This is an optimization exercise on Yosys and OpenROAD, whose aim is small area, not a production implementation.
Only simulation tests tie the RTL to the original design; equivalence was not proved.
Power and IR drop assume default switching activity.

`design.v`:
```
module yuv_terms (
input      [7:0]  U,
input      [7:0]  V,
output     [26:0] t
);
wire t1 = V[1] | V[0];
wire t2 = V[2] | t1;
wire t3 = ~V[0];
wire t4 = (V[3] & t3) | (V[3] & t2) | (t3 & t2);
wire t5 = ~V[1];
wire t6 = (V[4] & t5) | (V[4] & t4) | (t5 & t4);
wire t7 = ~V[2];
wire t8, t9;
fa fa_t8 (.a(V[5]), .b(t7), .c(V[0]), .s(t8), .co(t9));
wire t10 = t8 & t6;
wire t11 = ~V[3];
wire t12, t13;
fa fa_t12 (.a(V[6]), .b(t11), .c(V[1]), .s(t12), .co(t13));
wire t14 = (t9 & t12) | (t9 & t10) | (t12 & t10);
wire t15, t16;
fa fa_t15 (.a(V[7]), .b(V[2]), .c(V[0]), .s(t15), .co(t16));
wire t17 = ~V[4];
wire t18, t19;
fa fa_t18 (.a(t17), .b(t13), .c(t15), .s(t18), .co(t19));
wire t20 = t18 | t14;
wire t21 = ~V[5];
wire t22, t23;
fa fa_t22 (.a(t21), .b(V[3]), .c(V[1]), .s(t22), .co(t23));
wire t24, t25;
fa fa_t24 (.a(t16), .b(t22), .c(t19), .s(t24), .co(t25));
wire t26 = t24 ^ t20;
wire t27 = t24 | t20;
wire t28 = ~V[6];
wire t29, t30;
fa fa_t29 (.a(t28), .b(V[4]), .c(V[2]), .s(t29), .co(t30));
wire t31, t32;
fa fa_t31 (.a(t3), .b(t23), .c(t29), .s(t31), .co(t32));
wire t33, t34;
fa fa_t33 (.a(t31), .b(t25), .c(t27), .s(t33), .co(t34));
wire t35 = ~V[7];
wire t36, t37;
fa fa_t36 (.a(t35), .b(V[5]), .c(V[3]), .s(t36), .co(t37));
wire t38, t39;
fa fa_t38 (.a(t5), .b(t30), .c(t36), .s(t38), .co(t39));
wire t40, t41;
fa fa_t40 (.a(t32), .b(t38), .c(t34), .s(t40), .co(t41));
wire t42, t43;
fa fa_t42 (.a(V[6]), .b(V[4]), .c(t7), .s(t42), .co(t43));
wire t44, t45;
fa fa_t44 (.a(t37), .b(t42), .c(t39), .s(t44), .co(t45));
wire t46, t47;
fa fa_t46 (.a(t44), .b(t41), .c(t40), .s(t46), .co(t47));
wire t48, t49;
fa fa_t48 (.a(V[7]), .b(V[5]), .c(t11), .s(t48), .co(t49));
wire t50, t51;
fa fa_t50 (.a(t43), .b(t48), .c(t45), .s(t50), .co(t51));
wire t52, t53;
fa fa_t52 (.a(t50), .b(t47), .c(t46), .s(t52), .co(t53));
wire t54, t55;
fa fa_t54 (.a(V[6]), .b(t17), .c(t49), .s(t54), .co(t55));
wire t56, t57;
fa fa_t56 (.a(t54), .b(t51), .c(t53), .s(t56), .co(t57));
wire t58, t59;
fa fa_t58 (.a(V[7]), .b(t21), .c(t55), .s(t58), .co(t59));
wire t60, t61;
fa fa_t60 (.a(t58), .b(t57), .c(t56), .s(t60), .co(t61));
wire t62, t63;
fa fa_t62 (.a(t28), .b(t59), .c(t61), .s(t62), .co(t63));
wire t64 = t35 ^ t63 ^ t62;
wire t65 = U[5] ^ U[3];
wire t66 = U[5] & U[3];
wire t67 = U[6] ^ U[4];
wire t68 = U[6] & U[4];
wire t69 = U[7] ^ U[5];
wire t70 = U[7] | U[5];
wire t71 = U[6] ^ U[4];
wire t72 = U[6] & ~U[4];
wire t73 = U[2] ^ U[0];
wire t74 = U[2] & U[0];
wire t75 = U[3] ^ U[1];
wire t76 = U[3] | U[1];
wire t77 = ~U[0];
wire t78, t79;
fa fa_t78 (.a(U[4]), .b(U[2]), .c(t77), .s(t78), .co(t79));
wire t80 = U[1] ^ t65;
wire t81 = ~U[1] | t65;
wire t82 = ~U[2];
wire t83, t84;
fa fa_t83 (.a(t82), .b(t66), .c(t67), .s(t83), .co(t84));
wire t85 = ~t68;
wire t86, t87;
fa fa_t86 (.a(U[3]), .b(t85), .c(t69), .s(t86), .co(t87));
wire t88 = t70 ^ t71;
wire t89 = t70 | ~t71;
wire t90 = ~U[5];
wire t91, t92;
fa fa_t91 (.a(U[7]), .b(t90), .c(t72), .s(t91), .co(t92));
wire t93 = (t74) & (~t75);
wire t94 = (t74) | (~t75);
wire t95 = (t76) & (t78);
wire t96 = (t76) | (t78);
wire t97 = (U[1]) | (U[0]);
wire t98 = (t94) & (t73);
wire t99 = (t93) | (t98);
wire t100 = (t94) & (t97);
wire t101 = (t99) | (t100);
wire t102 = (t96) & (t101);
wire t103 = (t95) | (t102);
wire t104 = (t96) & (t94);
wire t105 = V[5] ^ V[3];
wire t106 = V[5] & V[3];
wire t107 = V[6] ^ V[4];
wire t108 = V[6] | V[4];
wire t109 = V[7] ^ V[5];
wire t110 = V[7] & V[5];
wire t111 = V[6] ^ V[3];
wire t112 = V[6] | V[3];
wire t113 = V[7] ^ V[4];
wire t114 = V[7] & V[4];
wire t115 = V[5] ^ V[2];
wire t116 = V[5] | V[2];
wire t117 = V[6] ^ V[3];
wire t118 = V[6] & V[3];
wire t119 = V[7] ^ V[4];
wire t120 = V[7] | V[4];
wire t121 = V[5] ^ V[3];
wire t122 = V[5] & ~V[3];
wire t123 = V[6] ^ V[4];
wire t124 = V[6] & ~V[4];
wire t125 = V[2] ^ V[0];
wire t126 = V[2] & V[0];
wire t127 = V[3] ^ V[1];
wire t128 = V[3] | V[1];
wire t129 = V[4] ^ V[2];
wire t130 = V[4] | V[2];
wire t131 = V[0] ^ t105;
wire t132 = V[0] | t105;
wire t133 = ~t107;
wire t134, t135;
fa fa_t134 (.a(V[1]), .b(t106), .c(t133), .s(t134), .co(t135));
wire t136, t137;
fa fa_t136 (.a(V[2]), .b(t108), .c(t109), .s(t136), .co(t137));
wire t138 = ~t111;
wire t139, t140;
fa fa_t139 (.a(V[0]), .b(t110), .c(t138), .s(t139), .co(t140));
wire t141, t142;
fa fa_t141 (.a(V[1]), .b(t112), .c(t113), .s(t141), .co(t142));
wire t143 = ~t114;
wire t144, t145;
fa fa_t144 (.a(V[0]), .b(t143), .c(t115), .s(t144), .co(t145));
wire t146, t147;
fa fa_t146 (.a(t5), .b(t116), .c(t117), .s(t146), .co(t147));
wire t148 = ~t118;
wire t149, t150;
fa fa_t149 (.a(V[2]), .b(t148), .c(t119), .s(t149), .co(t150));
wire t151 = t120 ^ t121;
wire t152 = t120 | ~t121;
wire t153 = t122 ^ t123;
wire t154 = t122 | ~t123;
wire t155, t156;
fa fa_t155 (.a(V[7]), .b(t21), .c(t124), .s(t155), .co(t156));
wire t157 = (t126) & (~t127);
wire t158 = (t126) | (~t127);
wire t159 = (t128) & (~t129);
wire t160 = (t128) | (~t129);
wire t161 = (t130) & (~t131);
wire t162 = (t130) | (~t131);
wire t163 = (t132) & (t134);
wire t164 = (t132) | (t134);
wire t165 = (t135) & (t136);
wire t166 = (t135) | (t136);
wire t167 = (t137) & (t139);
wire t168 = (t137) | (t139);
wire t169 = (t140) & (t141);
wire t170 = (t140) | (t141);
wire t171 = (V[1]) | (V[0]);
wire t172 = (t158) & (t125);
wire t173 = (t157) | (t172);
wire t174 = (t162) & (t159);
wire t175 = (t161) | (t174);
wire t176 = (t162) & (t160);
wire t177 = (t166) & (t163);
wire t178 = (t165) | (t177);
wire t179 = (t166) & (t164);
wire t180 = (t170) & (t167);
wire t181 = (t169) | (t180);
wire t182 = (t170) & (t168);
wire t183 = (t158) & (t171);
wire t184 = (t173) | (t183);
wire t185 = (t179) & (t175);
wire t186 = (t178) | (t185);
wire t187 = (t179) & (t176);
wire t188 = (t187) & (t184);
wire t189 = (t186) | (t188);
wire t190 = (t187) & (t158);
wire t191 = (t182) & (t189);
wire t192 = (t181) | (t191);
wire t193 = (t182) & (t190);
wire t194, t195;
fa fa_t194 (.a(t79), .b(t80), .c(t142), .s(t194), .co(t195));
wire t196 = ~t144;
wire t197, t198;
fa fa_t197 (.a(t196), .b(t194), .c(t103), .s(t197), .co(t198));
wire t199 = t197 ^ t192;
wire t200 = t197 & t192;
wire t201, t202;
fa fa_t201 (.a(t81), .b(t83), .c(t146), .s(t201), .co(t202));
wire t203 = ~t145;
wire t204, t205;
fa fa_t204 (.a(t203), .b(t195), .c(t201), .s(t204), .co(t205));
wire t206, t207;
fa fa_t206 (.a(t204), .b(t198), .c(t200), .s(t206), .co(t207));
wire t208 = ~t86;
wire t209, t210;
fa fa_t209 (.a(t84), .b(t147), .c(t208), .s(t209), .co(t210));
wire t211, t212;
fa fa_t211 (.a(t202), .b(t209), .c(t205), .s(t211), .co(t212));
wire t213 = ~t149;
wire t214, t215;
fa fa_t214 (.a(t213), .b(t211), .c(t207), .s(t214), .co(t215));
wire t216 = ~t87;
wire t217, t218;
fa fa_t217 (.a(t88), .b(t151), .c(t216), .s(t217), .co(t218));
wire t219 = ~t150;
wire t220, t221;
fa fa_t220 (.a(t219), .b(t210), .c(t217), .s(t220), .co(t221));
wire t222, t223;
fa fa_t222 (.a(t220), .b(t212), .c(t215), .s(t222), .co(t223));
wire t224, t225;
fa fa_t224 (.a(t89), .b(t152), .c(t153), .s(t224), .co(t225));
wire t226, t227;
fa fa_t226 (.a(t91), .b(t224), .c(t218), .s(t226), .co(t227));
wire t228, t229;
fa fa_t228 (.a(t221), .b(t226), .c(t223), .s(t228), .co(t229));
wire t230, t231;
fa fa_t230 (.a(U[6]), .b(t154), .c(t92), .s(t230), .co(t231));
wire t232, t233;
fa fa_t232 (.a(t155), .b(t225), .c(t230), .s(t232), .co(t233));
wire t234, t235;
fa fa_t234 (.a(t227), .b(t232), .c(t229), .s(t234), .co(t235));
wire t236, t237;
fa fa_t236 (.a(U[6]), .b(U[7]), .c(t28), .s(t236), .co(t237));
wire t238 = ~t236;
wire t239, t240;
fa fa_t239 (.a(t238), .b(t156), .c(t231), .s(t239), .co(t240));
wire t241, t242;
fa fa_t241 (.a(t233), .b(t239), .c(t235), .s(t241), .co(t242));
wire t243, t244;
fa fa_t243 (.a(V[6]), .b(V[7]), .c(t237), .s(t243), .co(t244));
wire t245 = ~t243;
wire t246, t247;
fa fa_t246 (.a(t245), .b(t240), .c(t242), .s(t246), .co(t247));
wire t248 = ~t244;
wire t249 = t248 ^ t247 ^ t246;
wire t250 = U[7] ^ U[5];
wire t251 = U[7] | U[5];
wire t252 = U[6] ^ U[4];
wire t253 = ~U[6] & U[4];
wire t254 = U[7] ^ U[5];
wire t255 = ~U[7] | U[5];
wire t256 = U[6] ^ U[3];
wire t257 = U[6] | ~U[3];
wire t258 = U[7] ^ U[4];
wire t259 = U[7] & ~U[4];
wire t260 = U[5] ^ U[2];
wire t261 = ~U[5] & U[2];
wire t262 = U[6] ^ U[3];
wire t263 = ~U[6] & U[3];
wire t264 = U[2] ^ U[0];
wire t265 = U[2] | U[0];
wire t266 = U[3] ^ U[1];
wire t267 = U[3] | U[1];
wire t268, t269;
fa fa_t268 (.a(U[4]), .b(U[2]), .c(t77), .s(t268), .co(t269));
wire t270 = ~U[1];
wire t271, t272;
fa fa_t271 (.a(U[5]), .b(U[3]), .c(t270), .s(t271), .co(t272));
wire t273, t274;
fa fa_t273 (.a(U[6]), .b(U[4]), .c(t82), .s(t273), .co(t274));
wire t275, t276;
fa fa_t275 (.a(U[3]), .b(t77), .c(t250), .s(t275), .co(t276));
wire t277, t278;
fa fa_t277 (.a(U[1]), .b(t251), .c(t252), .s(t277), .co(t278));
wire t279, t280;
fa fa_t279 (.a(t82), .b(t253), .c(t254), .s(t279), .co(t280));
wire t281, t282;
fa fa_t281 (.a(U[0]), .b(t255), .c(t256), .s(t281), .co(t282));
wire t283 = ~t258;
wire t284, t285;
fa fa_t284 (.a(U[1]), .b(t257), .c(t283), .s(t284), .co(t285));
wire t286 = t259 ^ t260;
wire t287 = t259 | ~t260;
wire t288 = t261 ^ t262;
wire t289 = t261 | ~t262;
wire t290 = ~U[7];
wire t291, t292;
fa fa_t291 (.a(t290), .b(U[4]), .c(t263), .s(t291), .co(t292));
wire t293 = (~t265) & (t266);
wire t294 = (~t265) | (t266);
wire t295 = (~t267) & (~t268);
wire t296 = (~t267) | (~t268);
wire t297 = (~t269) & (~t271);
wire t298 = (~t269) | (~t271);
wire t299 = (~t272) & (~t273);
wire t300 = (~t272) | (~t273);
wire t301 = (~t274) & (t275);
wire t302 = (~t274) | (t275);
wire t303 = (t276) & (~t277);
wire t304 = (t276) | (~t277);
wire t305 = (t296) & (t293);
wire t306 = (t295) | (t305);
wire t307 = (t296) & (t294);
wire t308 = (t300) & (t297);
wire t309 = (t299) | (t308);
wire t310 = (t300) & (t298);
wire t311 = (t304) & (t301);
wire t312 = (t303) | (t311);
wire t313 = (t304) & (t302);
wire t314 = (~U[1]) & (~U[0]);
wire t315 = (t264) | (t314);
wire t316 = (t310) & (t306);
wire t317 = (t309) | (t316);
wire t318 = (t310) & (t307);
wire t319 = (t318) & (t315);
wire t320 = (t317) | (t319);
wire t321 = (t313) & (t320);
wire t322 = (t312) | (t321);
wire t323 = ~t278;
wire t324, t325;
fa fa_t324 (.a(t323), .b(t279), .c(t322), .s(t324), .co(t325));
wire t326, t327;
fa fa_t326 (.a(t280), .b(t281), .c(t325), .s(t326), .co(t327));
wire t328, t329;
fa fa_t328 (.a(t282), .b(t284), .c(t327), .s(t328), .co(t329));
wire t330, t331;
fa fa_t330 (.a(t286), .b(t285), .c(t329), .s(t330), .co(t331));
wire t332, t333;
fa fa_t332 (.a(t287), .b(t288), .c(t331), .s(t332), .co(t333));
wire t334, t335;
fa fa_t334 (.a(t289), .b(t291), .c(t333), .s(t334), .co(t335));
wire t336, t337;
fa fa_t336 (.a(t90), .b(t292), .c(t335), .s(t336), .co(t337));
wire t338 = ~U[6];
wire t339, t340;
fa fa_t339 (.a(U[5]), .b(t338), .c(t337), .s(t339), .co(t340));
wire t341 = U[6] ^ U[7] ^ t340;
assign t[0] = t26;
assign t[1] = t33;
assign t[2] = t40;
assign t[3] = t46;
assign t[4] = t52;
assign t[5] = t56;
assign t[6] = t60;
assign t[7] = t62;
assign t[8] = t64;
assign t[9] = t199;
assign t[10] = t206;
assign t[11] = t214;
assign t[12] = t222;
assign t[13] = t228;
assign t[14] = t234;
assign t[15] = t241;
assign t[16] = t246;
assign t[17] = t249;
assign t[18] = t324;
assign t[19] = t326;
assign t[20] = t328;
assign t[21] = t330;
assign t[22] = t332;
assign t[23] = t334;
assign t[24] = t336;
assign t[25] = t339;
assign t[26] = t341;
endmodule
module yuv_to_rgb (
input      [7:0]  y0,
input      [7:0]  y1,
input      [26:0] t,
output     [47:0] rgb
);
wire p1 = y0[0] ^ t[0];
wire p2 = y0[0] & t[0];
wire p3 = ~t[1];
wire p4, p5;
fa fa_p4 (.a(y0[1]), .b(p2), .c(p3), .s(p4), .co(p5));
wire p6, p7;
fa fa_p6 (.a(y0[2]), .b(t[2]), .c(p5), .s(p6), .co(p7));
wire p8, p9;
fa fa_p8 (.a(y0[3]), .b(p7), .c(t[3]), .s(p8), .co(p9));
wire p10 = ~t[4];
wire p11, p12;
fa fa_p11 (.a(y0[4]), .b(p9), .c(p10), .s(p11), .co(p12));
wire p13, p14;
fa fa_p13 (.a(y0[5]), .b(t[5]), .c(p12), .s(p13), .co(p14));
wire p15 = ~t[6];
wire p16, p17;
fa fa_p16 (.a(y0[6]), .b(p14), .c(p15), .s(p16), .co(p17));
wire p18, p19;
fa fa_p18 (.a(y0[7]), .b(t[7]), .c(p17), .s(p18), .co(p19));
wire r_y0_sel = p19 ^ ~t[8];
wire [7:0] r_y0 = {(r_y0_sel ? p19 : p18), (r_y0_sel ? p19 : p16), (r_y0_sel ? p19 : p13), (r_y0_sel ? p19 : p11), (r_y0_sel ? p19 : p8), (r_y0_sel ? p19 : p6), (r_y0_sel ? p19 : p4), (r_y0_sel ? p19 : p1)};
wire p20 = y0[0] ^ t[9];
wire p21 = y0[0] & t[9];
wire p22, p23;
fa fa_p22 (.a(y0[1]), .b(p21), .c(t[10]), .s(p22), .co(p23));
wire p24, p25;
fa fa_p24 (.a(y0[2]), .b(t[11]), .c(p23), .s(p24), .co(p25));
wire p26, p27;
fa fa_p26 (.a(y0[3]), .b(t[12]), .c(p25), .s(p26), .co(p27));
wire p28, p29;
fa fa_p28 (.a(y0[4]), .b(t[13]), .c(p27), .s(p28), .co(p29));
wire p30, p31;
fa fa_p30 (.a(y0[5]), .b(t[14]), .c(p29), .s(p30), .co(p31));
wire p32, p33;
fa fa_p32 (.a(y0[6]), .b(t[15]), .c(p31), .s(p32), .co(p33));
wire p34 = ~t[16];
wire p35, p36;
fa fa_p35 (.a(y0[7]), .b(p34), .c(p33), .s(p35), .co(p36));
wire g_y0_sel = p36 ^ t[17];
wire [7:0] g_y0 = {(g_y0_sel ? p36 : p35), (g_y0_sel ? p36 : p32), (g_y0_sel ? p36 : p30), (g_y0_sel ? p36 : p28), (g_y0_sel ? p36 : p26), (g_y0_sel ? p36 : p24), (g_y0_sel ? p36 : p22), (g_y0_sel ? p36 : p20)};
wire p37 = y0[0] ^ t[18];
wire p38 = y0[0] & t[18];
wire p39, p40;
fa fa_p39 (.a(y0[1]), .b(p38), .c(t[19]), .s(p39), .co(p40));
wire p41, p42;
fa fa_p41 (.a(y0[2]), .b(t[20]), .c(p40), .s(p41), .co(p42));
wire p43, p44;
fa fa_p43 (.a(y0[3]), .b(t[21]), .c(p42), .s(p43), .co(p44));
wire p45, p46;
fa fa_p45 (.a(y0[4]), .b(t[22]), .c(p44), .s(p45), .co(p46));
wire p47, p48;
fa fa_p47 (.a(y0[5]), .b(t[23]), .c(p46), .s(p47), .co(p48));
wire p49, p50;
fa fa_p49 (.a(y0[6]), .b(t[24]), .c(p48), .s(p49), .co(p50));
wire p51, p52;
fa fa_p51 (.a(y0[7]), .b(t[25]), .c(p50), .s(p51), .co(p52));
wire b_y0_sel = p52 ^ t[26];
wire [7:0] b_y0 = {(b_y0_sel ? p52 : p51), (b_y0_sel ? p52 : p49), (b_y0_sel ? p52 : p47), (b_y0_sel ? p52 : p45), (b_y0_sel ? p52 : p43), (b_y0_sel ? p52 : p41), (b_y0_sel ? p52 : p39), (b_y0_sel ? p52 : p37)};
wire p53 = y1[0] ^ t[0];
wire p54 = y1[0] & t[0];
wire p55, p56;
fa fa_p55 (.a(y1[1]), .b(p54), .c(p3), .s(p55), .co(p56));
wire p57, p58;
fa fa_p57 (.a(y1[2]), .b(t[2]), .c(p56), .s(p57), .co(p58));
wire p59, p60;
fa fa_p59 (.a(y1[3]), .b(p58), .c(t[3]), .s(p59), .co(p60));
wire p61, p62;
fa fa_p61 (.a(y1[4]), .b(p60), .c(p10), .s(p61), .co(p62));
wire p63, p64;
fa fa_p63 (.a(y1[5]), .b(t[5]), .c(p62), .s(p63), .co(p64));
wire p65, p66;
fa fa_p65 (.a(y1[6]), .b(p64), .c(p15), .s(p65), .co(p66));
wire p67, p68;
fa fa_p67 (.a(y1[7]), .b(t[7]), .c(p66), .s(p67), .co(p68));
wire r_y1_sel = p68 ^ ~t[8];
wire [7:0] r_y1 = {(r_y1_sel ? p68 : p67), (r_y1_sel ? p68 : p65), (r_y1_sel ? p68 : p63), (r_y1_sel ? p68 : p61), (r_y1_sel ? p68 : p59), (r_y1_sel ? p68 : p57), (r_y1_sel ? p68 : p55), (r_y1_sel ? p68 : p53)};
wire p69 = y1[0] ^ t[9];
wire p70 = y1[0] & t[9];
wire p71, p72;
fa fa_p71 (.a(y1[1]), .b(p70), .c(t[10]), .s(p71), .co(p72));
wire p73, p74;
fa fa_p73 (.a(y1[2]), .b(t[11]), .c(p72), .s(p73), .co(p74));
wire p75, p76;
fa fa_p75 (.a(y1[3]), .b(t[12]), .c(p74), .s(p75), .co(p76));
wire p77, p78;
fa fa_p77 (.a(y1[4]), .b(t[13]), .c(p76), .s(p77), .co(p78));
wire p79, p80;
fa fa_p79 (.a(y1[5]), .b(t[14]), .c(p78), .s(p79), .co(p80));
wire p81, p82;
fa fa_p81 (.a(y1[6]), .b(t[15]), .c(p80), .s(p81), .co(p82));
wire p83, p84;
fa fa_p83 (.a(y1[7]), .b(p34), .c(p82), .s(p83), .co(p84));
wire g_y1_sel = p84 ^ t[17];
wire [7:0] g_y1 = {(g_y1_sel ? p84 : p83), (g_y1_sel ? p84 : p81), (g_y1_sel ? p84 : p79), (g_y1_sel ? p84 : p77), (g_y1_sel ? p84 : p75), (g_y1_sel ? p84 : p73), (g_y1_sel ? p84 : p71), (g_y1_sel ? p84 : p69)};
wire p85 = y1[0] ^ t[18];
wire p86 = y1[0] & t[18];
wire p87, p88;
fa fa_p87 (.a(y1[1]), .b(p86), .c(t[19]), .s(p87), .co(p88));
wire p89, p90;
fa fa_p89 (.a(y1[2]), .b(t[20]), .c(p88), .s(p89), .co(p90));
wire p91, p92;
fa fa_p91 (.a(y1[3]), .b(t[21]), .c(p90), .s(p91), .co(p92));
wire p93, p94;
fa fa_p93 (.a(y1[4]), .b(t[22]), .c(p92), .s(p93), .co(p94));
wire p95, p96;
fa fa_p95 (.a(y1[5]), .b(t[23]), .c(p94), .s(p95), .co(p96));
wire p97, p98;
fa fa_p97 (.a(y1[6]), .b(t[24]), .c(p96), .s(p97), .co(p98));
wire p99, p100;
fa fa_p99 (.a(y1[7]), .b(t[25]), .c(p98), .s(p99), .co(p100));
wire b_y1_sel = p100 ^ t[26];
wire [7:0] b_y1 = {(b_y1_sel ? p100 : p99), (b_y1_sel ? p100 : p97), (b_y1_sel ? p100 : p95), (b_y1_sel ? p100 : p93), (b_y1_sel ? p100 : p91), (b_y1_sel ? p100 : p89), (b_y1_sel ? p100 : p87), (b_y1_sel ? p100 : p85)};
assign rgb = {r_y0, g_y0, b_y0, r_y1, g_y1, b_y1};
endmodule
module fa (input a, input b, input c, output s, output co);
assign s  = a ^ b ^ c;
assign co = (a & b) | (a & c) | (b & c);
endmodule
module yuv422_to_rgb (
input             pclk               ,
input             presetn            ,
input      [31:0] paddr              ,
input      [31:0] pwdata             ,
output reg [31:0] prdata             ,
input             pwrite             ,
input             psel               ,
input             penable            ,
output            pslverr            ,
output            pready             ,
output reg        irq                ,
output reg [95:0] rgb_out
);
wire wr_setup  = psel & ~penable &  pwrite;
wire rd_setup  = psel & ~penable & ~pwrite;
wire wr_access = psel &  penable &  pwrite;
reg        cnt_writes;
reg        loaded;      
reg        conv1;       
reg        conv2;       
reg        wr0, wr1;    
reg [31:0] yuv_mem [0:1];
reg [47:0] pix01;       
wire idle = ~loaded & ~conv1 & ~conv2;
assign pready  = 1'b1;
assign pslverr = 1'b0;
always @(posedge pclk or negedge presetn)
	if (~presetn) begin
		cnt_writes <= 1'b0;
		loaded     <= 1'b0;
		conv1      <= 1'b0;
		conv2      <= 1'b0;
		irq        <= 1'b0;
		wr0        <= 1'b0;
		wr1        <= 1'b0;
	end else begin
		if (wr_access) cnt_writes <= ~cnt_writes;
		conv1  <= wr_access & cnt_writes & ~conv1;
		conv2  <= conv1 & ~conv2;
		irq    <= conv2 & ~irq;
		loaded <= loaded ? ~(wr_access & cnt_writes) : (wr_setup & ~conv1 & ~conv2);
		wr0    <= wr_setup & (paddr[7:0] == 8'h10);
		wr1    <= wr_setup & (paddr[7:0] == 8'h14);
	end
always @(posedge pclk or negedge presetn)
	if (~presetn) begin
		yuv_mem[0] <= 32'd0;
		yuv_mem[1] <= 32'd0;
	end else begin
		if (wr0) yuv_mem[0] <= pwdata;
		if (wr1) yuv_mem[1] <= pwdata;
	end
wire [31:0] cin = conv2 ? yuv_mem[1] : yuv_mem[0];
wire [26:0] terms;
wire [47:0] pix;
yuv_terms chroma (.U(cin[15:8]), .V(cin[31:24]), .t(terms));
yuv_to_rgb conv (.y0(cin[7:0]), .y1(cin[23:16]), .t(terms), .rgb(pix));
always @(posedge pclk)
	pix01 <= pix;
always @(posedge pclk or negedge presetn)
	if (~presetn) rgb_out <= 96'd0; else
	if (conv2)    rgb_out <= {pix01, pix};
reg [23:0] rd_pix;
always @(*)
	case (paddr[3:2])
		2'd0: rd_pix = rgb_out[95:72];
		2'd1: rd_pix = rgb_out[71:48];
		2'd2: rd_pix = rgb_out[47:24];
		default: rd_pix = rgb_out[23:0];
	endcase
always @(posedge pclk or negedge presetn)
	if (~presetn) prdata <= 32'd0; else
	if (rd_setup)
		case (paddr[7:0])
			8'h20: prdata <= {32{idle}};
			8'h30, 8'h34, 8'h38, 8'h3c: prdata <= {rd_pix, 8'd0};
		endcase
endmodule
```
`flow/run.sh`:
```
#!/bin/bash
# The standard layout flow (the standard.sh: ORFS with the standard
# synthesis), with two changes to how the layout is made:
#  - the buffers that placement puts on every input and output port are made
#    from the smallest buffer cell (buf_1) instead of clkdlybuf4s50_1;
#  - clock tree synthesis uses clkbuf_8 buffers on sink clusters of at most
#    12 flip-flops within 60 um, and no dummy loads.
# standard.sh's output goes to standard.log; each ORFS step keeps its own
# full log under orfs/logs.
export BUFFER_PORTS_ARGS="-buffer_cell sky130_fd_sc_hd__buf_1"
export CTS_ARGS="-sink_clustering_enable -repair_clock_nets -dont_use_dummy_load -buf_list sky130_fd_sc_hd__clkbuf_8 -sink_clustering_size 12 -sink_clustering_max_diameter 60"
bash standard.sh > standard.log 2>&1
```
`standard.sh`:
```
#!/bin/bash
# synth_recipe.tcl (not shown) runs the flow's synth.tcl, then flattens the netlist and writes it again
# the make line also repeats each setting of config.mk as NAME=value (left out here)
make -C /OpenROAD-flow-scripts/flow DESIGN_CONFIG=/design/flow/config.mk WORK_HOME=/design/flow/orfs CLKGATE_MAP_FILE= SYNTH_SCRIPT=/design/flow/synth_recipe.tcl "${@:-finish}"
```
`config.mk`:
```
export PLATFORM = sky130hd
export DESIGN_NAME = yuv422_to_rgb
export DESIGN_NICKNAME = yuv422_to_rgb
export VERILOG_FILES = /design/flow/design.v
export SDC_FILE = /design/flow/constraint.sdc
export NUM_CORES = 4
export LEC_CHECK = 0
export CAP_MARGIN = 20
export CORE_MARGIN = 2
export CORE_UTILIZATION = 40
export SLEW_MARGIN = 20
export SYNTH_HIERARCHICAL = 1
```
`constraint.sdc`:
```
create_clock -name core_clock -period 9.0 [get_ports {pclk}]
set_input_delay 1.8000 -clock core_clock [delete_from_list [all_inputs] [get_ports {pclk}]]
set_output_delay 1.8000 -clock core_clock [all_outputs]
set_load 0.01 [all_outputs]
```
==> key figures, run 1 <==
Place
  – Routability cong.: ~0.85
  – PortBufs: 173
  – DP HPWL: between 20000 and 25000 um
  – Inst Count DP: 1566
  – Setup Slack @ Placement: between 0.7 and 0.8 ns

GRT
  – Global Route Usage Sum: ~17%
  – First-pass GRT wire length: between 40000 and 50000 um
  – Grt ovf: 0
  – Initial antenna violation count: 1
  – Vias in the first global route: 8296
  – Pin count of the biggest net entering global routing: 79

Floorplan
  – DIE HEIGHT: between 150 and 200 um
  – Die area: 35600 sq um
  – Initial Util: around two fifths
  – Chip Width: approximately 190 um
  – Core ar.: around 34000 sq um
  – # rows: between 60 and 70
  – I/O Pins: 200

Drt
  – Initial DRC count: between 400 and 500
  – DR vias: a little over 8000
  – Drt first pass iters: 5
  – Detail Route Antenna Nets: 0
  – Avg WL per Cell: around 19 um
  – # DRC: 0
  – Vias per cell: 5.06
  – WL final: between 30000 and 40000 um

Timing
  – Setup_tns: 0 ns
  – Setup Skew: 0.0307 ns
  – Setup WS post-layout: a little over 1 ns
  – Tightest Pin Transition: roughly 1.1 ns
  – Final Hold Fails: 0
  – Slew Limit Fails: 0
  – Slew HR: approximately 29%
  – RSZ-0062 raised after global routing: no
  – Fin crit share: just under 90%
  – Setup violators final: 0
  – Highest Clock Rate: 125 MHz
  – Fin Hold WS: ~0.43 ns
  – Clock period minus worst slack: 7.99 ns

Power
  – Comb power frac: approximately a third
  – Power Dens Cells: between 150 and 200 nW/um^2
  – Cell internal pwr: 1930 uW
  – Reg power frac: a little under half
  – Peak VDD IR: between 100 and 150 uV
  – Lkg Pwr: around 0.0067 uW
  – Power Total: roughly 2900 uW
  – Psw: 1000 uW
  – Clk pwr share: 19.7%
  – Switching share of power: roughly 34%

Logic synthesis
  – Ys async rst share: about four fifths
  – Synth area leader: dfrtp_1
  – Yosys warnings: 8
  – Post-synth top area share: a little over a third
  – Post-synthesis cell area: about 14000 sq um
  – Cell count after synthesis: 1027
  – Synth Flop Type: dfrtp_1
  – Cell variety after synth: between 40 and 50
  – Mapped Avg Cell Area: around 13 sq um
  – Yosys reg bits: 240
  – Number of flops mapped to enable cells by yosys: 0
  – Syn_nets: about 1300
  – Sequential area share after synthesis: between 40% and 50%
  – Synth area leaders: dfrtp_1, fa_1, mux2_2

Critical path
  – CP required: 9.43 ns
  – CP top delay family: adder cells
  – Crit Path Max Fanout: 24
  – CP Capture Type: flop
  – Crit path largest cell delay: between 0.8 and 0.9 ns
  – Worst-path cell chain: mux2_2, inv_1, ha_1, fa_1, inv_1, o22ai_1, o221a_2, maj3_1, fa_1, fa_1, fa_1, fa_1, fa_1, fa_1, fa_1, fa_1, xnor2_1, xnor2_1, o21ai_0, mux2_2
  – Kind of critical path: reg2reg
  – WP data arrival: 8.42 ns
  – CP most frequent cell: fa_1
  – Startpoint Class: flop
  – Slowest-stage cell, CP: xnor2_1
  – Bufs and invs on worst path: 2

Cells and area
  – Final Non-Filler Cells: between 1500 and 2000
  – # fillers: a little over 3000
  – Layout cells sized above 1: between 20% and 30%
  – Nets: 1369
  – Synth-to-Final Area Change: 7.81%
  – Antenna Cells: 0

Clock tree
  – Post-CTS Setup Repair Bufs: 0
  – CTS tree: yes
  – Worst skew pair latency: about 0.55 ns
  – Clock Tree Root: clkbuf_8
  – Register clock-pin slew on the reported worst setup and hold paths: roughly 0.080 ns
  – Cts repair resizes: 0
  – H-tree depth: 1
  – Total CTS buffers: 24
  – CTS max path bufs: 3
  – Sink Count: 240
  – Cts hold-fix bufs: 0

Run
  – Number of max-cap violations: 0

Outcome
  – Status: no timing/DRC/antenna violations

Hold path
  – Type of the most critical hold path: reg2reg
==> routing by layer <==
layer  wire length, um  up-vias  GRT usage [%]
met3              1530       39           2.83
met1             13600     4121           23.4
met2             14400      193           28.4
li1                  -     3689              -
met4               542        2           3.82
met5                13        -              0
==> flip-flops by register name, summed over array words and instances, names as in the netlist <==
register / flops
wr1: 1
wr0: 1
pix01: 48
prdata: 25
conv2: 1
conv1: 1
yuv_mem: 64
irq: 1
cnt_writes: 1
loaded: 1
rgb_out: 96
==> modules after synthesis, one instance, submodules excluded <==
module	area, sq um	cells
yuv_terms	1160	168
fa	20.0	1
yuv_to_rgb	772	136
yuv422_to_rgb	9380	607
==> cell usage after synthesis, types with 6 or more instances <==
| master | n |
|---|---|
| mux2_2 | 192 |
| maj3_1 | 10 |
| nor2_1 | 39 |
| ha_1 | 40 |
| clkbuf_1 | 14 |
| dfrtp_1 | 192 |
| a32oi_1 | 24 |
| nand4_1 | 24 |
| buf_6 | 7 |
| inv_1 | 93 |
| buf_2 | 17 |
| buf_4 | 40 |
| buf_1 | 10 |
| maj3_2 | 12 |
| fa_1 | 116 |
| dfxtp_1 | 48 |
| nand2_1 | 37 |
| xnor2_1 | 6 |
| o21ai_0 | 35 |
| mux4_2 | 24 |
==> through the flow <==
stage / util (%) / instance area [sq um]
3_5_place_dp: 42.8 / 14400
2_1_floorplan: - / 13600
6_report: 43.9 / 14700
5_1_grt: 43.9 / 14700
4_1_cts: 43.8 / 14700
3_3_place_gp: 42.8 / 14400
==> cell families (layout without fill, tap and decap cells) <==
kind of cell	after synthesis	count (layout)	synth area share, %
other cells	2	2	0.0551
mux	216	216	19.8
flops	240	240	42.3
fa+ha+maj	178	178	22.4
xor+xnor	7	7	0.449
simple gates	118	118	4.20
compound gates	79	79	3.89
buf+inv	187	302	6.92
==> cells in the final DEF (no fill, tap or decap), drive strengths merged, types with 2 or more instances in the layout <==
cell	count
a21oi	5
a221oi	3
a31oi	2
a32oi	24
buf	182
clkbuf	27
conb	2
dfrtp	192
dfxtp	48
fa	116
ha	40
inv	93
maj3	22
mux2	192
mux4	24
nand2	37
nand3	4
nand4	24
nor2	39
nor2b	2
nor3	4
nor3b	2
nor4	2
o21ai	35
o22ai	3
o31ai	4
xnor2	6
==> power groups by stage <==
stage	Combinational (uW)	Clock, uW	Sequential [uW]
2_1_floorplan	677	0	1440
3_3_place_gp	945	0	1410
3_5_place_dp	966	0	1420
4_1_cts	967	612	1400
5_1_grt	1060	648	1420
6_report	953	577	1400
==> worst register-to-register path, stage by stage, from the launching register on <==
cell and delay, ns:
dfrtp_4 0.66, mux2_2 0.50, inv_1 0.25, ha_1 0.35, fa_1 0.50, inv_1 0.07
o22ai_1 0.07, o221a_2 0.27, maj3_1 0.37, fa_1 0.40, fa_1 0.40, fa_1 0.41
fa_1 0.40, fa_1 0.39, fa_1 0.39, fa_1 0.39, fa_1 0.39, xnor2_1 0.15
xnor2_1 0.82, o21ai_0 0.38, mux2_2 0.35
==> worst paths after layout <==
check	from	endpoint	slack, ns	cells past startpoint
worst max-delay path	conv2	rgb_out[7]	1.01	20
worst min-delay path	irq	irq	0.43	1
worst max register to register	conv2	rgb_out[7]	1.01	20
worst min register to register	irq	irq	0.43	1
max in group asynchronous	presetn	yuv_mem[1][27]	6.32	2
min in group asynchronous	presetn	prdata[25]	1.32	1
==> area by class of cell <==
cell class	count	area [sq um]	area share [%]
multi-input cells	600	6950	47.2
clock buffers	24	330	2.25
well taps	448	561	3.81
repair buffers	185	749	5.10
flip-flops and latches	240	5770	39.2
inverters	93	349	2.37
==> run 2, diff against run 1 <==
--- a/design.v
+++ b/design.v
@@ -518,7 +518,8 @@
 reg        conv1;       
 reg        conv2;       
 reg        wr0, wr1;    
-reg [31:0] yuv_mem [0:1];
+reg [31:0] yuv_mem [0:1];   
+reg        written0, written1;   
 reg [47:0] pix01;       
 wire idle = ~loaded & ~conv1 & ~conv2;
 assign pready  = 1'b1;
@@ -543,13 +544,19 @@
 	end
 always @(posedge pclk or negedge presetn)
 	if (~presetn) begin
-		yuv_mem[0] <= 32'd0;
-		yuv_mem[1] <= 32'd0;
+		written0 <= 1'b0;
+		written1 <= 1'b0;
 	end else begin
-		if (wr0) yuv_mem[0] <= pwdata;
-		if (wr1) yuv_mem[1] <= pwdata;
+		if (wr0) written0 <= 1'b1;
+		if (wr1) written1 <= 1'b1;
 	end
-wire [31:0] cin = conv2 ? yuv_mem[1] : yuv_mem[0];
+always @(posedge pclk) begin
+	if (wr0) yuv_mem[0] <= pwdata;
+	if (wr1) yuv_mem[1] <= pwdata;
+end
+wire sel1 = conv2 & written1;
+wire sel0 = ~conv2 & written0;
+wire [31:0] cin = ({32{sel1}} & yuv_mem[1]) | ({32{sel0}} & yuv_mem[0]);
 wire [26:0] terms;
 wire [47:0] pix;
 yuv_terms chroma (.U(cin[15:8]), .V(cin[31:24]), .t(terms));
--- a/config.mk
+++ b/config.mk
@@ -7,6 +7,7 @@
 export LEC_CHECK = 0
 export CAP_MARGIN = 20
 export CORE_MARGIN = 2
-export CORE_UTILIZATION = 40
+export CORE_UTILIZATION = 55
+export PLACE_DENSITY = 0.7
 export SLEW_MARGIN = 20
 export SYNTH_HIERARCHICAL = 1
==> key figures, run 2 <==
Outcome
  – Status: no timing/DRC/antenna violations

Logic synthesis
  – Post-synth top area share: 24.6% (-11 points)
  – Top-count cell post-synth: dfrtp_1
  – Top cells by count, synth: dfrtp_1, fa_1, mux2_2, inv_1, edfxtp_1
  – Ys async rst share: 53.7% (-26 points)
  – Synth area leaders: dfrtp_1, fa_1, edfxtp_1
  – Cell variety after synth: 48 (+9.1%)
  – Mapped Avg Cell Area: 13.7 sq um (+3.2%)
  – Number of flops mapped to enable cells by yosys: 64 (+64)
  – Syn_nets: 1190 (-5.0%)
  – Post-synthesis cell area: 13200 sq um (-3.0%)
  – Cell count after synthesis: 965 (-6.0%)
  – Yosys warnings: 8 (unchanged)
  – Synth Flop Type: dfrtp_1
  – Yosys reg bits: 242 (+0.83%)
  – Synth area leader: dfrtp_1
  – Sequential area share after synthesis: 46.4% (+4.1 points)

Timing
  – Highest Clock Rate: 118 MHz (-6.1%)
  – Setup violators final: 0 (unchanged)
  – Fin crit share: 94.5% (+5.8 points)
  – Slew Limit Fails: 0 (unchanged)
  – Final Hold Fails: 0 (unchanged)
  – Slew HR: 33.8% (+4.8 points)
  – Tightest Pin Transition: 0.993 ns (-0.0720 ns)
  – Setup_tns: 0 ns (unchanged)
  – Clock period minus worst slack: 8.51 ns (+0.520 ns)
  – Fin Hold WS: 0.430 ns (-0.00149 ns)
  – RSZ-0062 raised after global routing: no
  – Setup WS post-layout: 0.493 ns (-0.520 ns)
  – Setup Skew: 0.0632 ns (+0.0324 ns)

Critical path
  – Startpoint Class: flop
  – Slowest-stage cell, CP: nor2b_2
  – Crit Path Max Fanout: 19 (-21%)
  – WP data arrival: 8.96 ns (+0.54 ns)
  – CP Capture Type: flop
  – Crit path largest cell delay: 0.71 ns (-0.11 ns)
  – CP top delay family: adder cells
  – Worst-path cell chain: nor2b_2, buf_4, a22o_1, inv_1, fa_1, nor2_1, a221oi_1, a221oi_1, o221a_2, maj3_1, fa_1, fa_1, fa_1, fa_1, fa_1, fa_1, fa_1, fa_1, fa_1, nor2_1, o21ai_0, mux2_2
  – Worst setup path startpoint: conv2
  – Worst path depth: 22 (+10%)
  – Critical Path Sink: rgb_out[6]
  – Kind of critical path: reg2reg
  – Reg2reg end: rgb_out[6]
  – CP required: 9.45 ns (+0.02 ns)
  – Reg2reg start: conv2
  – R2R depth: 22 (+10%)
  – CP most frequent cell: fa_1
  – Bufs and invs on worst path: 2 (unchanged)
  – R2r setup slk: 0.49 ns (-0.52 ns)

GRT
  – Global Route Usage Sum: 22.2% (+5.1 points)
  – First-pass GRT wire length: 44300 um (-6.6%)
  – Grt ovf: 0 (unchanged)
  – Pin count of the biggest net entering global routing: 69 (-13%)
  – Initial antenna violation count: 0 (-1)
  – Vias in the first global route: 8047 (-3.0%)

Power
  – Cell internal pwr: 1950 uW (+1.1%)
  – Comb power frac: 30.5% (-2.1 points)
  – Switching share of power: 32.9% (-1.3 points)
  – Lkg Pwr: 0.00610 uW (-9.0%)
  – Clk pwr share: 20.1% (+0.4 points)
  – Power Dens Cells: 204 nW/um^2 (+2.5%)
  – Peak VDD IR: 120 uV (+19%)
  – Reg power frac: 49.3% (+1.6 points)
  – Psw: 954 uW (-4.7%)

Clock tree
  – Sink Count: 242 (+0.83%)
  – CTS max path bufs: 3 (unchanged)
  – H-tree depth: 1 (unchanged)
  – Register clock-pin slew on the reported worst setup and hold paths: 0.08 ns (about the same)
  – Clock Tree Root: clkbuf_8
  – Worst skew pair latency: 0.56 ns (about the same)
  – CTS tree: yes
  – Post-CTS Setup Repair Bufs: 0 (unchanged)
  – Total CTS buffers: 25 (+4.2%)
  – Cts hold-fix bufs: 0 (unchanged)

Drt
  – Avg WL per Cell: 19.5 um (+3.3%)
  – DR vias: 7934 (-1.4%)
  – Initial DRC count: 706 (+66%)
  – # DRC: 0 (unchanged)
  – Vias per cell: 5.62 (+11%)
  – Detail Route Antenna Nets: 0 (unchanged)
  – WL final: 27500 um (-8.3%)
  – Drt first pass iters: 5 (unchanged)

Cells and area
  – Antenna Cells: 0 (unchanged)
  – Final Cell Area: 14200 sq um (-3.3%)
  – Synth-to-Final Area Change: 7.46%
  – Largest Register: rgb_out
  – Largest regs: rgb_out: 96 flops, yuv_mem: 64 flops, pix01: 48 flops
  – Most frequent cells in the layout: buf_1, dfrtp_1, fa_1
  – Max reg flops: 96 (unchanged)
  – Layout cells sized above 1: 17.1% (-7.0 points)
  – Nets: 1319 (-3.7%)
  – Commonest non-fill, non-tap cell in the layout: buf_1
  – # fillers: 1902 (-39%)

Place
  – Cell Area, Placed: 13900 sq um (-3.5%)
  – Setup Slack @ Placement: 0.208 ns (-0.517 ns)
  – PortBufs: 173 (unchanged)
  – DP HPWL: 20700 um (-9.6%)
  – Routability cong.: 0.880 (+3.4%)

Hold path
  – Type of the most critical hold path: reg2reg

Floorplan
  – Chip Width: 159 um (-16%)
  – I/O Pins: 200 (unchanged)
  – Core ar.: 23500 sq um (-30%)
  – # rows: 56 (-16%)
  – Die area: 25300 sq um (-29%)
  – DIE HEIGHT: 159 um (-16%)
  – Initial Util: 56.2% (+16 points)

Run
  – Number of max-cap violations: 0 (unchanged)
==> run 2: cell types whose count changed after synthesis, sizes merged, moves of 2 or more <==
cell | before | now
buf | 75 | 69
or2 | 0 | 2
edfxtp | 0 | 64
a22o | 1 | 33
dfrtp | 192 | 130
clkbuf | 19 | 21
mux2 | 192 | 96
==> run 2: per-layer routing <==
metal,track usage [%],vias to the layer above,routed length (um)
met5,0,-,0
met4,5.99,0,742
met3,3.07,45,1470
met2,35.6,276,12900
met1,32.3,4044,12500
li1,-,3569,-
==> run 2: how the worst min path moves through the flow <==
stage | depth (start not counted) | to | slack (ns) | from
after floorplan | 1 | written1 | 0.43 | written1
after global placement | 1 | irq | 0.41 | irq
after detailed placement | 1 | irq | 0.42 | irq
after CTS | 1 | rgb_out[68] | 0.43 | pix01[20]
after global routing | 1 | rgb_out[68] | 0.45 | pix01[20]
final | 1 | irq | 0.43 | irq
==> run 2: power groups by stage <==
stage | clock network (uW) | logic [uW] | registers [uW]
finish | 583 | 886 | 1430
global route | 648 | 974 | 1460
CTS | 607 | 887 | 1430
detailed placement | 0 | 887 | 1460
global placement | 0 | 858 | 1440
floorplan | 0 | 625 | 1480
==> run 2: through the flow <==
step	utilization [%]	power [uW]	std cells
2_1_floorplan	-	2100	965
3_3_place_gp	58.9	2300	1386
3_5_place_dp	58.9	2340	1386
4_1_cts	60.3	2930	1411
5_1_grt	60.4	3080	1411
6_report	60.4	2900	1411
==> run 2: worst register-to-register path, delay by kind of cell, from the launching register on <==
kind                       cells  cell delay (ns)
adders and majority gates     11             4.89
muxes                          1             0.35
buffers and inverters          2             0.43
DFF                            1             0.50
AOI/OAI and AO/OA              5             1.28
and+or+nand+nor                3             0.95
==> run 2: kinds of logic after synthesis <==
family | count (synthesis) | share of synthesized area (%)
simple gates | 122 | 4.52
compound gates | 111 | 6.13
xor+xnor | 7 | 0.463
mux | 120 | 12.4
flops | 242 | 46.4
other cells | 2 | 0.0568
buf+inv | 183 | 6.99
fa+ha+maj | 178 | 23.1
==> run 2: Yosys stat by module, one instance, submodules excluded <==
module / area (sq um) / cells
yuv422_to_rgb: 8970 / 545
yuv_terms: 1160 / 168
yuv_to_rgb: 772 / 136
fa: 20.0 / 1
==> run 2: layout make-up <==
cell class                      count  area (sq um)  area share [%]
Multi-Input combinational cell    540          6190            43.5
Tap cell                          319           399            2.81
Clock buffer                       25           344            2.42
Sequential cell                   242          6140            43.2
Timing Repair Buffer              192           798            5.61
Inverter                           93           349            2.45
==> run 2: repair_timing <==
| action | 4_1_cts | 5_1_grt |
|---|---|---|
| hold endpoints to repair | 0 | 0 |
| resized for setup | 0 | 2 |
| setup endpoints to repair | 0 | 34 |
==> run 3, diff against run 2 <==
--- a/config.mk
+++ b/config.mk
@@ -7,7 +7,6 @@
 export LEC_CHECK = 0
 export CAP_MARGIN = 20
 export CORE_MARGIN = 2
-export CORE_UTILIZATION = 55
-export PLACE_DENSITY = 0.7
+export CORE_UTILIZATION = 40
 export SLEW_MARGIN = 20
 export SYNTH_HIERARCHICAL = 1
==> key figures, run 3 <==
Outcome
  – Status: no timing/DRC/antenna violations

Cells and area
  – Final Core Density: 44.2% (-16 points)
  – Antenna Cells: 0 (unchanged)
  – Commonest non-fill, non-tap cell in the layout: buf_1
  – Max reg flops: 96 (unchanged)
  – Layout cells sized above 1: 17.0% (-0.076 points)
  – Nets: 1318 (-0.076%)
  – Synth-to-Final Area Change: 8.66%
  – Largest Register: rgb_out
  – Largest regs: rgb_out: 96 flops, yuv_mem: 64 flops, pix01: 48 flops
  – Most frequent cells in the layout: buf_1, dfrtp_1, fa_1

Logic synthesis
  – Top cells by count, synth: dfrtp_1, fa_1, mux2_2, inv_1, edfxtp_1
  – Mapped Avg Cell Area: 13.7 sq um (unchanged)
  – Number of flops mapped to enable cells by yosys: 64 (unchanged)
  – Yosys warnings: 8 (unchanged)
  – Synth area leaders: dfrtp_1, fa_1, edfxtp_1
  – Yosys reg bits: 242 (unchanged)
  – Sequential area share after synthesis: 46.4% (unchanged)
  – Post-synth top area share: 24.6% (unchanged)
  – Cell variety after synth: 48 (unchanged)
  – Post-synthesis cell area: 13200 sq um (unchanged)
  – Synth area leader: dfrtp_1
  – Cell count after synthesis: 965 (unchanged)
  – Synth Flop Type: dfrtp_1
  – Top-count cell post-synth: dfrtp_1
  – Syn_nets: 1190 (unchanged)
  – Ys async rst share: 53.7% (unchanged)

Timing
  – Final Hold Fails: 0 (unchanged)
  – Setup violators final: 0 (unchanged)
  – Slew Limit Fails: 0 (unchanged)
  – RSZ-0062 raised after global routing: no
  – Setup Skew: 0.0702 ns (+0.00705 ns)
  – Highest Clock Rate: 119 MHz (+1.2%)
  – Setup_tns: 0 ns (unchanged)
  – Clock period minus worst slack: 8.41 ns (-0.0974 ns)
  – Setup WS post-layout: 0.590 ns (+0.0974 ns)
  – Slew HR: 37.3% (+3.5 points)
  – Tightest Pin Transition: 0.940 ns (-0.0528 ns)
  – Fin crit share: 93.4% (-1.1 points)
  – Fin Hold WS: 0.422 ns (-0.00807 ns)

Critical path
  – CP Capture Type: flop
  – Startpoint Class: flop
  – Crit Path Max Fanout: 16 (-3)
  – Kind of critical path: reg2reg
  – WP data arrival: 8.86 ns (-0.10 ns)
  – CP required: 9.46 ns (about the same)

Floorplan
  – # rows: 66 (+18%)
  – I/O Pins: 200 (unchanged)
  – Die area: 34600 sq um (+36%)
  – Chip Width: 186 um (+17%)
  – DIE HEIGHT: 186 um (+17%)
  – Core ar.: 32500 sq um (+38%)
  – Initial Util: 40.7% (-16 points)

Clock tree
  – Cts hold-fix bufs: 0 (unchanged)
  – Total CTS buffers: 27 (+8.0%)
  – CTS max path bufs: 3 (unchanged)
  – Sink Count: 242 (unchanged)
  – Worst skew pair latency: 0.57 ns (about the same)
  – Clock Tree Root: clkbuf_8
  – H-tree depth: 1 (unchanged)
  – Post-CTS Setup Repair Bufs: 0 (unchanged)
  – Register clock-pin slew on the reported worst setup and hold paths: 0.08 ns (about the same)
  – Cts repair resizes: 0 (unchanged)
  – CTS tree: yes

GRT
  – Vias in the first global route: 7837 (-2.6%)
  – Pin count of the biggest net entering global routing: 67 (-2.9%)
  – Initial antenna violation count: 0 (unchanged)
  – Global Route Usage Sum: 16.8% (-5.3 points)
  – First-pass GRT wire length: 44800 um (+1.2%)
  – Grt ovf: 0 (unchanged)

Drt
  – DR vias: 7739 (-2.5%)
  – Vias per cell: 5.05 (-10%)
  – Detail Route Antenna Nets: 0 (unchanged)
  – # DRC: 0 (unchanged)
  – Avg WL per Cell: 18.8 um (-3.6%)
  – WL final: 28800 um (+4.7%)
  – Drt first pass iters: 4 (-1)
  – Initial DRC count: 402 (-43%)

Place
  – DP HPWL: 21900 um (+5.7%)
  – Routability cong.: 0.879 (about the same)
  – PortBufs: 173 (unchanged)
  – Setup Slack @ Placement: 0.246 ns (+0.0378 ns)

Power
  – Peak VDD IR: 97.0 uV (-19%)
  – Lkg Pwr: 0.00610 uW (about the same)
  – Power Dens Cells: 203 nW/um^2 (-0.71%)
  – Power Total: 2910 uW (+0.40%)

Hold path
  – Type of the most critical hold path: reg2reg

Run
  – Number of max-cap violations: 0 (unchanged)
[run 3: cells by family (layout without fill, tap and decap cells)]
family | count (synthesis) | count (layout) | synth area share [%]
DFF | 242 | 242 | 46.4
other | 2 | 2 | 0.0568
muxes | 120 | 120 | 12.4
adders and majority gates | 178 | 178 | 23.1
AOI/OAI and AO/OA | 111 | 111 | 6.13
and+or+nand+nor | 122 | 122 | 4.52
xor gates and xnor gates | 7 | 7 | 0.463
buffers and inverters | 183 | 309 | 6.99
[run 3: path summary, 6_finish.rpt]
kind	startpoint	end	slack, ns	depth (start not counted)
worst max-delay path	conv2	rgb_out[39]	0.59	23
worst min-delay path	pix01[26]	rgb_out[74]	0.42	1
worst max register to register	conv2	rgb_out[39]	0.59	23
worst min register to register	pix01[26]	rgb_out[74]	0.42	1
max in group asynchronous	presetn	rgb_out[26]	6.15	2
min in group asynchronous	presetn	prdata[23]	1.38	1
[run 3: cell type report]
cell class	instances	area (sq um)
Sequential cell	242	6140
Clock buffer	27	372
Timing Repair Buffer	189	776
Tap cell	442	553
Multi-Input combinational cell	540	6190
Inverter	93	349
Fill cell	3020	18200
[run 3: per-stage QoR]
stage	cell area, sq um	instances
floorplan	13200	965
global placement	14000	1506
detailed placement	14000	1506
CTS	14400	1533
global route	14400	1533
finish	14400	1533
[run 3: critical path: stages, from the launching register on]
cell      delay (ns)
dfrtp_4         0.50
nor2b_2         0.60
a22o_1          0.59
inv_1           0.30
ha_1            0.39
inv_1           0.06
fa_1            0.48
maj3_1          0.35
a221oi_1        0.21
o31ai_1         0.12
a22o_1          0.25
ha_1            0.21
fa_1            0.38
fa_1            0.39
fa_1            0.40
fa_1            0.39
fa_1            0.39
fa_1            0.39
fa_1            0.53
inv_1           0.09
fa_1            0.62
nor2_1          0.16
o21ai_0         0.18
mux2_2          0.34
[run 3: metal layers]
metal | GRT usage (%) | wire [um] | vias to the layer above | part of all wire, %
met2 | 26.3 | 12800 | 233 | 45
met1 | 24.7 | 13700 | 3918 | 47
met3 | 3.07 | 1790 | 38 | 6.2
met4 | 3.50 | 554 | 0 | 1.9
met5 | 0 | 0 | - | 0
li1 | - | - | 3550 | -
[run 3: Yosys stat by module (local to each module, per instance)]
module         flip-flops and latches  cell area, sq um
yuv422_to_rgb                     242              8970
fa                                  0              20.0
yuv_to_rgb                          0               772
yuv_terms                           0              1160
[run 3: where the power goes]
group / total, uW / internal, uW / switching, uW
clock: 606 / 264 / 342
combinational: 867 / 387 / 480
sequential: 1440 / 1310 / 127
==> run 4, diff against run 3 <==
--- a/flow/run.sh
+++ b/flow/run.sh
@@ -8,5 +8,5 @@
 # standard.sh's output goes to standard.log; each ORFS step keeps its own
 # full log under orfs/logs.
 export BUFFER_PORTS_ARGS="-buffer_cell sky130_fd_sc_hd__buf_1"
-export CTS_ARGS="-sink_clustering_enable -repair_clock_nets -dont_use_dummy_load -buf_list sky130_fd_sc_hd__clkbuf_8 -sink_clustering_size 12 -sink_clustering_max_diameter 60"
+export CTS_ARGS="-sink_clustering_enable -repair_clock_nets -dont_use_dummy_load -buf_list sky130_fd_sc_hd__clkbuf_16 -sink_clustering_size 40 -sink_clustering_max_diameter 80"
 bash standard.sh > standard.log 2>&1
==> key figures, run 4 <==
Outcome
  – Status: no timing/DRC/antenna violations

GRT
  – Pin count of the biggest net entering global routing: 67 (unchanged)
  – Vias in the first global route: 7703 (-1.7%)
  – Global Route Usage Sum: 16.7% (-0.17 points)
  – Most used routing layer: met2
  – Initial antenna violation count: 0 (unchanged)
  – Met1 usage: 24.8% (+0.093 points)
  – Grt ovf: 0 (unchanged)
  – Met3 Resource Use GR: 2.64% (-0.43 points)
  – First-pass GRT wire length: 44300 um (-1.1%)
  – Met2 Usage GRT: 26.1% (-0.21 points)

Timing
  – Slew Limit Fails: 0 (unchanged)
  – Tightest Pin Transition: 0.939 ns (-0.000474 ns)
  – Setup Skew: 0.0270 ns (-0.0432 ns)
  – Clock period minus worst slack: 8.47 ns (+0.0610 ns)
  – Fin crit share: 94.1% (+0.68 points)
  – Highest Clock Rate: 118 MHz (-0.72%)
  – RSZ-0062 raised after global routing: no
  – Setup violators final: 0 (unchanged)
  – Slew HR: 37.4% (about the same)
  – Setup_tns: 0 ns (unchanged)
  – Final Hold Fails: 0 (unchanged)

Logic synthesis
  – Synth area leaders: dfrtp_1, fa_1, edfxtp_1
  – Number of flops mapped to enable cells by yosys: 64 (unchanged)
  – Cell variety after synth: 48 (unchanged)
  – Ys async rst share: 53.7% (unchanged)
  – Sequential area share after synthesis: 46.4% (unchanged)
  – Cell count after synthesis: 965 (unchanged)
  – Yosys reg bits: 242 (unchanged)
  – Mapped Avg Cell Area: 13.7 sq um (unchanged)
  – Post-synth top area share: 24.6% (unchanged)
  – Synth area leader: dfrtp_1
  – Syn_nets: 1190 (unchanged)
  – Synth Flop Type: dfrtp_1
  – Top-count cell post-synth: dfrtp_1
  – Post-synthesis cell area: 13200 sq um (unchanged)
  – Top cells by count, synth: dfrtp_1, fa_1, mux2_2, inv_1, edfxtp_1
  – Yosys warnings: 8 (unchanged)

Critical path
  – Bufs and invs on worst path: 3 (unchanged)
  – R2R depth: 23 (unchanged)
  – CP Capture Type: flop
  – CP most frequent cell: fa_1
  – Crit Path Max Fanout: 16 (unchanged)
  – Kind of critical path: reg2reg
  – R2r setup slk: 0.53 ns (-0.06 ns)
  – Startpoint Class: flop
  – Worst-path cell chain: nor2b_2, a22o_1, inv_1, ha_1, inv_1, fa_1, maj3_1, a221oi_1, o31ai_1, a22o_1, ha_1, fa_1, fa_1, fa_1, fa_1, fa_1, fa_1, fa_1, inv_1, fa_1, nor2_1, o21ai_0, mux2_2
  – Slowest-stage cell, CP: fa_1
  – Reg2reg start: conv2
  – CP required: 9.34 ns (-0.12 ns)
  – CP top delay family: adder cells
  – Crit path largest cell delay: 0.62 ns (about the same)
  – Reg2reg end: rgb_out[38]
  – WP data arrival: 8.81 ns (-0.05 ns)
  – Worst path depth: 23 (unchanged)

Cells and area
  – Nets: 1304 (-1.1%)
  – # fillers: 3029 (+0.30%)
  – Commonest non-fill, non-tap cell in the layout: buf_1
  – Max reg flops: 96 (unchanged)
  – Largest Register: rgb_out
  – Most frequent cells in the layout: buf_1, dfrtp_1, fa_1
  – Antenna Cells: 0 (unchanged)
  – Synth-to-Final Area Change: 8.31%
  – Largest regs: rgb_out: 96 flops, yuv_mem: 64 flops, pix01: 48 flops
  – Final Cell Area: 14300 sq um (-0.32%)
  – Layout cells sized above 1: 16.0% (-1.1 points)

Drt
  – Initial DRC count: 460 (+14%)
  – Detail Route Antenna Nets: 0 (unchanged)
  – Vias per cell: 5.08 (+0.67%)
  – Avg WL per Cell: 18.8 um (+0.13%)
  – WL final: 28600 um (-0.79%)
  – DR vias: 7720 (-0.25%)
  – # DRC: 0 (unchanged)
  – Drt first pass iters: 5 (+1)

Clock tree
  – Worst skew pair latency: 0.49 ns (-0.08 ns)
  – CTS tree: yes
  – Register clock-pin slew on the reported worst setup and hold paths: 0.09 ns (about the same)
  – Cts hold-fix bufs: 0 (unchanged)
  – H-tree depth: 1 (unchanged)
  – Post-CTS Setup Repair Bufs: 0 (unchanged)
  – Cts repair resizes: 0 (unchanged)
  – Total CTS buffers: 13 (-52%)
  – CTS max path bufs: 3 (unchanged)
  – Sink Count: 242 (unchanged)
  – Clock Tree Root: clkbuf_16

Power
  – Lkg Pwr: 0.00606 uW (-0.56%)
  – Power Dens Cells: 201 nW/um^2 (-0.57%)
  – Power Total: 2890 uW (-0.89%)
  – Peak VDD IR: 119 uV (+22%)

Place
  – DP HPWL: 21900 um (unchanged)
  – PortBufs: 173 (unchanged)
  – Routability cong.: 0.879 (unchanged)
  – Cell Area, Placed: 14000 sq um (unchanged)

Floorplan
  – Die area: 34600 sq um (unchanged)
  – Initial Util: 40.7% (unchanged)
  – DIE HEIGHT: 186 um (unchanged)
  – # rows: 66 (unchanged)
  – Core ar.: 32500 sq um (unchanged)
  – I/O Pins: 200 (unchanged)
  – Chip Width: 186 um (unchanged)

Hold path
  – Type of the most critical hold path: reg2reg
  – Hold_sp: irq
  – WHS Endpoint: irq
  – Hold depth: 1 (unchanged)

Run
  – Number of max-cap violations: 0 (unchanged)
==> run 4: cell count changes in the layout (fill, tap and decap cells not counted) <==
cell / previous run / this run
clkbuf_8: 27 / 0
clkbuf_16: 0 / 13
==> run 4: Yosys stat by module, one instance, submodules excluded <==
module         flops+latches  cell area, sq um  cells inside
yuv_to_rgb                 0               772           136
yuv422_to_rgb            242              8970           545
fa                         0              20.0             1
yuv_terms                  0              1160           168
==> run 4: per-layer routing <==
layer	vias to the layer above	share of wire, %
li1	3532	-
met1	3942	48
met2	216	45
met3	30	5.7
met4	0	1.8
met5	-	0
==> run 4: power breakdown <==
| group | switching (uW) | internal, uW |
|---|---|---|
| combinational | 478 | 387 |
| clock | 323 | 260 |
| sequential | 128 | 1310 |
==> run 4: logic make-up after synthesis <==
| family | after synthesis | share of synthesized area, % |
|---|---|---|
| adder cells (fa/ha/maj) | 178 | 23.1 |
| buffers and inverters | 183 | 6.99 |
| AO/OA/AOI/OAI | 111 | 6.13 |
| AND/OR/NAND/NOR | 122 | 4.52 |
| other | 2 | 0.0568 |
| flip-flops | 242 | 46.4 |
| XOR/XNOR | 7 | 0.463 |
| multiplexers | 120 | 12.4 |
==> run 4: final cells by class <==
| cell class | count | area [sq um] | share of cell area (%) |
|---|---|---|---|
| clock buffers | 13 | 325 | 2.27 |
| repair buffers | 189 | 776 | 5.41 |
| flip-flops and latches | 242 | 6140 | 42.8 |
| inverters | 93 | 349 | 2.44 |
| multi-input cells | 540 | 6190 | 43.2 |
| well taps | 442 | 553 | 3.86 |
==> run 4: worst max path at each step <==
stage                from     endpoint  slack, ns
floorplan           conv2  rgb_out[33]       1.44
global placement    conv2  rgb_out[39]       0.36
detailed placement  conv2  rgb_out[39]       0.25
CTS                 conv2  rgb_out[39]       0.23
global route        conv2  rgb_out[38]       0.02
finish              conv2  rgb_out[38]       0.53
==> run 4: per-stage QoR <==
stage / setup slack, ns / std cells / hold WS (ns) / utilization, %
floorplan: 1.44 / 965 / 0.430 / -
global placement: 0.364 / 1506 / 0.413 / 43.0
detailed placement: 0.246 / 1506 / 0.423 / 43.0
CTS: 0.231 / 1519 / 0.437 / 44.0
global route: 0.0185 / 1519 / 0.458 / 44.1
finish: 0.529 / 1519 / 0.442 / 44.1

port drivers added, routing unchanged:
In the flow no input, the clock included, has a driving cell. The finished layouts below were timed again as built, in two steps.
Step 1 sets driving cells, clkbuf_16 on the clock port and buf_2 on the other inputs (assumed; they add their load-dependent delay and slew).
Step 2, shift: input delay + t, output delay - t, t = (earliest + latest rising clock arrival at the registers) / 2. This alone moves slack from input paths to output paths.
Slacks: ideal ports / drivers / drivers and shift; pairs: ideal ports / drivers.
run | t (ns) | slack for setup (ns) | cell pins on the clock port's net
run 1 | 0.583 | 1.013 / 1.013 / 1.013 | 1
run 2 | 0.572 | 0.493 / 0.493 / 0.493 | 1
run 3 | 0.578 | 0.590 / 0.590 / 0.590 | 1
run 4 | 0.520 | 0.529 / 0.529 / 0.529 | 1
After both steps setup and hold are still met in every run listed.
